Background: an optimization exercise with open tools, aiming at small area. Do not read the settings as production practice.
The RTL was checked by simulation tests, not by an equivalence proof against the original design.

==> flow/design.v (excerpt) <==
module Second_CNN(
clk,
rst_n,
Din_Valid,
Cal_Valid,
Din,
Dout0,
Dout1,
Dout2,
Dout3,
Dout4,
Dout5,
Dout6,
Dout7
);
parameter WIDTH = 8;
input clk;
input rst_n;
input Din_Valid;
input Cal_Valid;
input signed [WIDTH-1:0] Din;
output reg signed [2*WIDTH-1:0] Dout0,Dout1,Dout2,Dout3,Dout4,Dout5,Dout6,Dout7;
wire [71:0] win;
wire [15:0] S0, S1, S2, S3, S4, S5, S6, S7;
reg [2:0] cc;    
wire ok = Cal_Valid && (cc == 3'd5);
Second_CNN_Sub Second_CNN_Sub(.clk(clk), .rst_n(rst_n), .Din_Valid(Din_Valid),
    .Din(Din), .win(win));
Mul_Add Mul_Add(.x0(win[7:0]), .x1(win[15:8]), .x2(win[23:16]), .x3(win[31:24]),
    .x4(win[39:32]), .x5(win[47:40]), .x6(win[55:48]), .x7(win[63:56]), .x8(win[71:64]),
    .S0(S0), .S1(S1), .S2(S2), .S3(S3), .S4(S4), .S5(S5), .S6(S6), .S7(S7));
always @(posedge clk or negedge rst_n) begin
    if (!rst_n) begin
        cc <= 3'd0;
        Dout0 <= 16'd0; Dout1 <= 16'd0; Dout2 <= 16'd0; Dout3 <= 16'd0;
  ...
Size in the first run: about 2500 cells after synthesis, roughly 140 I/O pins.
Settings: LEC_CHECK=0, CAP_MARGIN=20, CORE_MARGIN=2, CORE_UTILIZATION=75, CTS_BUF_LIST=sky130_fd_sc_hd__clkbuf_8, CTS_CLUSTER_DIAMETER=50, CTS_CLUSTER_SIZE=14, GPL_TIMING_DRIVEN=1, SETUP_SLACK_MARGIN=0.2, SLEW_MARGIN=20; clock period 8.0 ns.
standard.sh (not shown) runs the stock make flow with config.mk's settings and CLKGATE_MAP_FILE= SYNTH_SCRIPT=/design/flow/synth_recipe.tcl, a recipe that flattens the netlist after the stock synthesis.
==> flow/flow/run.sh <==
#!/bin/bash
# Standard layout, with one extra netlist step between synthesis and floorplan:
# flow/polarity.py removes the inverters Yosys's full-adder extraction leaves
# around the sky130 fa cells (registers and their names are untouched).
# Port buffers are the small buf_1 instead of the default choice.
set -euo pipefail
R=orfs/results/${FLOW_PLATFORM}/Second_CNN/base
bash standard.sh synth > synth.log 2>&1
cp $R/1_2_yosys.v yosys_netlist_orig.v
python3 flow/polarity.py yosys_netlist_orig.v $R/1_2_yosys.v > polarity.log 2>&1
rm -f $R/1_synth.odb $R/1_synth.sdc
export BUFFER_PORTS_ARGS="-buffer_cell sky130_fd_sc_hd__buf_1"
bash standard.sh > layout.log 2>&1
==> flow/flow/polarity.py <==
#!/usr/bin/env python3
"""Remove inverters around full adders in a Yosys netlist.

A full adder is self-dual: FA(~a, ~b, ~c) = (~sum, ~cout).  Yosys's
extract_fa leaves an inverter on most adder pins.  This pass collapses every
inverter, chooses for each sky130 fa cell whether it computes its signals in
true or complemented form, and then puts back one inverter for each signal
that some reader needs in the other polarity.  The function of every output
and register input is unchanged; no register is touched.

usage: polarity.py IN.v OUT.v
"""
import re, sys, random

src = open(sys.argv[1]).read()

INV_RE = re.compile(r'^sky130_fd_sc_hd__(inv|clkinv)_\d+$')
FA_RE = re.compile(r'^sky130_fd_sc_hd__fa_\d+$')
OUT_PINS = {'X', 'Y', 'Q', 'Q_N', 'SUM', 'COUT', 'HI', 'LO'}

m = re.search(r'^module\s+(\S+)\s*\(', src, re.M)
body_start = src.index(';', m.end()) + 1
end = src.rindex('endmodule')

# instances: "  TYPE NAME (\n    .PIN(NET),\n ... );"
inst_re = re.compile(r'^  (sky130_fd_sc_hd__\w+)\s+(\S+)\s*\((.*?)\);\n', re.M | re.S)
pin_re = re.compile(r'\.(\w+)\(\s*(.*?)\s*\)\s*(?:,|$)', re.S)
cells = []
for mm in inst_re.finditer(src, body_start, end):
    pins = {}
    for p, n in pin_re.findall(mm.group(3)):
        pins[p] = n
    cells.append({'type': mm.group(1), 'name': mm.group(2), 'pins': pins,
                  'span': (mm.start(), mm.end())})

ports = set()
for mm in re.finditer(r'^\s*(input|output|inout)\s+(\[[^\]]*\]\s*)?(\S+);', src[:end], re.M):
    ports.add(mm.group(3))
assigns = re.findall(r'^\s*assign\s+(.*?)\s*=\s*(.*?);', src[body_start:end], re.M)
assign_nets = set()
for a, b in assigns:
    for x in (a, b):
        assign_nets.add(x.strip())

def is_port_net(n):
    base = n.split('[')[0].strip()
    return base in ports or n in assign_nets or base in assign_nets

def is_const(n):
    return "'" in n

drv = {}
for c in cells:
    for p, n in c['pins'].items():
        if p in OUT_PINS:
            drv[n] = c

# collapsible inverters: input a plain net, output not a port / assign
invs = {}
for c in cells:
    if INV_RE.match(c['type']):
        a, y = c['pins'].get('A'), c['pins'].get('Y')
        if a is None or y is None or is_const(a) or is_port_net(y):
            continue
        invs[y] = c

def root(n):
    par = 0
    seen = 0
    while n in invs and seen < 100:
        n = invs[n]['pins']['A']; par ^= 1; seen += 1
    return n, par

# consumers: (cell, pin, base, parity) for every non-removed input pin
fas = [c for c in cells if FA_RE.match(c['type'])]
fa_idx = {id(c): i for i, c in enumerate(fas)}
cons = []           # list of [cellid or None, pin, base, parity, fa index or -1]
sig_cons = {}       # base -> list of consumer indices
for c in cells:
    if INV_RE.match(c['type']) and c['pins'].get('Y') in invs:
        continue
    for p, n in c['pins'].items():
        if p in OUT_PINS or is_const(n):
            continue
        b, par = root(n)
        fi = fa_idx.get(id(c), -1)
        cons.append((c, p, b, par, fi))
        sig_cons.setdefault(b, []).append(len(cons) - 1)
# a flipped adder output read by a port or an assign would change it: never flip those
fixed_fa = set()
for n in list(drv):
    if is_port_net(n) and id(drv[n]) in fa_idx:
        fixed_fa.add(fa_idx[id(drv[n])])

# FA-driven bases: which fa drives the base
base_drv_fa = {}
for b in sig_cons:
    d = drv.get(b)
    if d is not None and id(d) in fa_idx:
        base_drv_fa[b] = fa_idx[id(d)]

f = [0] * len(fas)
fa_in = [[] for _ in fas]     # bases read by fa
fa_out = [[] for _ in fas]    # bases driven by fa (in sig_cons)
for b, lst in sig_cons.items():
    for ci in lst:
        fi = cons[ci][4]
        if fi >= 0 and b not in fa_in[fi]:
            fa_in[fi].append(b)
    if b in base_drv_fa:
        fa_out[base_drv_fa[b]].append(b)

def cost(b):
    pd = f[base_drv_fa[b]] if b in base_drv_fa else 0
    for ci in sig_cons[b]:
        _, _, _, par, fi = cons[ci]
        r = par ^ (f[fi] if fi >= 0 else 0)
        if r != pd:
            return 1
    return 0

def local_cost(i):
    bs = set(fa_in[i]) | set(fa_out[i])
    return sum(cost(b) for b in bs)

before = sum(cost(b) for b in sig_cons)
random.seed(1)
for it in range(50):
    changed = 0
    order = list(range(len(fas)))
    random.shuffle(order)
    for i in order:
        if i in fixed_fa:
            continue
        c0 = local_cost(i)
        f[i] ^= 1
        c1 = local_cost(i)
        if c1 < c0 or (c1 == c0 and random.random() < 0.1 and it < 30):
            changed += (c1 < c0)
        else:
            f[i] ^= 1
    if changed == 0 and it >= 30:
        break
# simulated annealing on top of the greedy result
import math
cur = sum(cost(b) for b in sig_cons)
best_f, best_c = list(f), cur
free = [i for i in range(len(fas)) if i not in fixed_fa]
steps = 3000000
for st in range(steps):
    T = 1.5 * (1 - st / steps) + 0.02
    i = random.choice(free)
    c0 = local_cost(i)
    f[i] ^= 1
    c1 = local_cost(i)
    dlt = c1 - c0
    if dlt <= 0 or random.random() < math.exp(-dlt / T):
        cur += dlt
        if cur < best_c:
            best_c, best_f = cur, list(f)
    else:
        f[i] ^= 1
f[:] = best_f
after = sum(cost(b) for b in sig_cons)
sys.stderr.write(f'polarity: {len(invs)} inverters collapsed, {len(fas)} adders, '
                 f'{sum(f)} flipped, inverters needed {before} -> {after}\n')

# rebuild
newpins = {}        # (id(cell), pin) -> net
new_inv = []
new_wires = []
k = 0
for b, lst in sig_cons.items():
    pd = f[base_drv_fa[b]] if b in base_drv_fa else 0
    inv_net = None
    for ci in lst:
        c, p, _, par, fi = cons[ci]
        r = par ^ (f[fi] if fi >= 0 else 0)
        if r == pd:
            newpins[(id(c), p)] = b
        else:
            if inv_net is None:
                k += 1
                inv_net = f'pol_n{k}'
                new_wires.append(inv_net)
                new_inv.append((f'pol_inv{k}', b, inv_net))
            newpins[(id(c), p)] = inv_net

removed = set(id(c) for c in invs.values())
out = []
pos = 0
for c in cells:
    s, e = c['span']
    out.append(src[pos:s]); pos = e
    if id(c) in removed:
        continue
    pins = c['pins']
    lines = [f"  {c['type']} {c['name']} ("]
    items = []
    for p, n in pins.items():
        nn = newpins.get((id(c), p), n)
        if nn.startswith('\\'):
            nn += ' '
        items.append(f'    .{p}({nn})')
    lines.append(',\n'.join(items))
    lines.append('  );\n')
    out.append('\n'.join(lines))
rest = src[pos:]
ei = rest.rindex('endmodule')
add = ''.join(f'  wire {w};\n' for w in new_wires)
add += ''.join(f'  sky130_fd_sc_hd__inv_1 {n} (\n    .A({a}{" " if a.startswith(chr(92)) else ""}),\n    .Y({y})\n  );\n' for n, a, y in new_inv)
out.append(rest[:ei] + add + rest[ei:])
open(sys.argv[2], 'w').write(''.join(out))
The first run went through all stages and came out clean.
Change:
--- a/flow/flow/run.sh
+++ b/flow/flow/run.sh
@@ -5 +4,0 @@
-# Port buffers are the small buf_1 instead of the default choice.
@@ -12 +10,0 @@
-export BUFFER_PORTS_ARGS="-buffer_cell sky130_fd_sc_hd__buf_1"
--- a/flow/flow/polarity.py
+++ b/flow/flow/polarity.py
@@ -144,20 +143,0 @@
-# simulated annealing on top of the greedy result
-import math
-cur = sum(cost(b) for b in sig_cons)
-best_f, best_c = list(f), cur
-free = [i for i in range(len(fas)) if i not in fixed_fa]
-steps = 3000000
-for st in range(steps):
-    T = 1.5 * (1 - st / steps) + 0.02
-    i = random.choice(free)
-    c0 = local_cost(i)
-    f[i] ^= 1
-    c1 = local_cost(i)
-    dlt = c1 - c0
-    if dlt <= 0 or random.random() < math.exp(-dlt / T):
-        cur += dlt
-        if cur < best_c:
-            best_c, best_f = cur, list(f)
-    else:
-        f[i] ^= 1
-f[:] = best_f
CORE_UTILIZATION = 55   (was 75)
CTS_BUF_LIST = not set   (was sky130_fd_sc_hd__clkbuf_8)
CTS_CLUSTER_DIAMETER = not set   (was 50)
CTS_CLUSTER_SIZE = not set   (was 14)
GPL_TIMING_DRIVEN = not set   (was 1)
=> Wire length went up by 26%. Area after synthesis increases by 0.90%. Clock skew decreases by 0.035 ns. Worst hold slack is worse by 0.013 ns. Critical path depth went up by 1. Cell count is higher by 12%.
Change:
--- a/flow/flow/run.sh
+++ b/flow/flow/run.sh
@@ -4,0 +5 @@
+# Port buffers are the small buf_1 instead of the default choice.
@@ -10,0 +12 @@
+export BUFFER_PORTS_ARGS="-buffer_cell sky130_fd_sc_hd__buf_1"
--- a/flow/flow/polarity.py
+++ b/flow/flow/polarity.py
@@ -143,0 +144,20 @@
+# simulated annealing on top of the greedy result
+import math
+cur = sum(cost(b) for b in sig_cons)
+best_f, best_c = list(f), cur
+free = [i for i in range(len(fas)) if i not in fixed_fa]
+steps = 3000000
+for st in range(steps):
+    T = 1.5 * (1 - st / steps) + 0.02
+    i = random.choice(free)
+    c0 = local_cost(i)
+    f[i] ^= 1
+    c1 = local_cost(i)
+    dlt = c1 - c0
+    if dlt <= 0 or random.random() < math.exp(-dlt / T):
+        cur += dlt
+        if cur < best_c:
+            best_c, best_f = cur, list(f)
+    else:
+        f[i] ^= 1
+f[:] = best_f
CORE_UTILIZATION = 75   (was 55)
CTS_BUF_LIST = sky130_fd_sc_hd__clkbuf_4   (was not set)
GPL_TIMING_DRIVEN = 1   (was not set)
What happened:
- flip-flop and latch count does not change
- setup slack is better by 0.031 ns
- die area decreases by 27%
- cell area decreases by 5.8%

[re-timing with driven ports]
No port has a modelled driver above. Below, the same layouts with a new extraction and two added sets of constraints.
Step 1 (the two cells are an assumption about what drives the block):
set clk [get_ports {clk}]
set_driving_cell -lib_cell sky130_fd_sc_hd__clkbuf_16 $clk
set_driving_cell -lib_cell sky130_fd_sc_hd__buf_2 [delete_from_list [all_inputs] $clk]
Step 2 also shifts input and output timing later by t, the mid clock arrival at the registers, as if the neighbouring blocks saw the same clock.
Three values: ideal ports, drivers, drivers and shift; two values: the first two.
run	t, ns	setup WS [ns]	worst slew at a driven data input, ns
the first run	0.754	0.236 / 0.236 / 0.236	0.03
the second run	0.689	0.160 / 0.160 / 0.160	0.04
the third run	1.021	0.191 / 0.191 / 0.191	0.03
After both steps setup and hold are still met in every run listed.
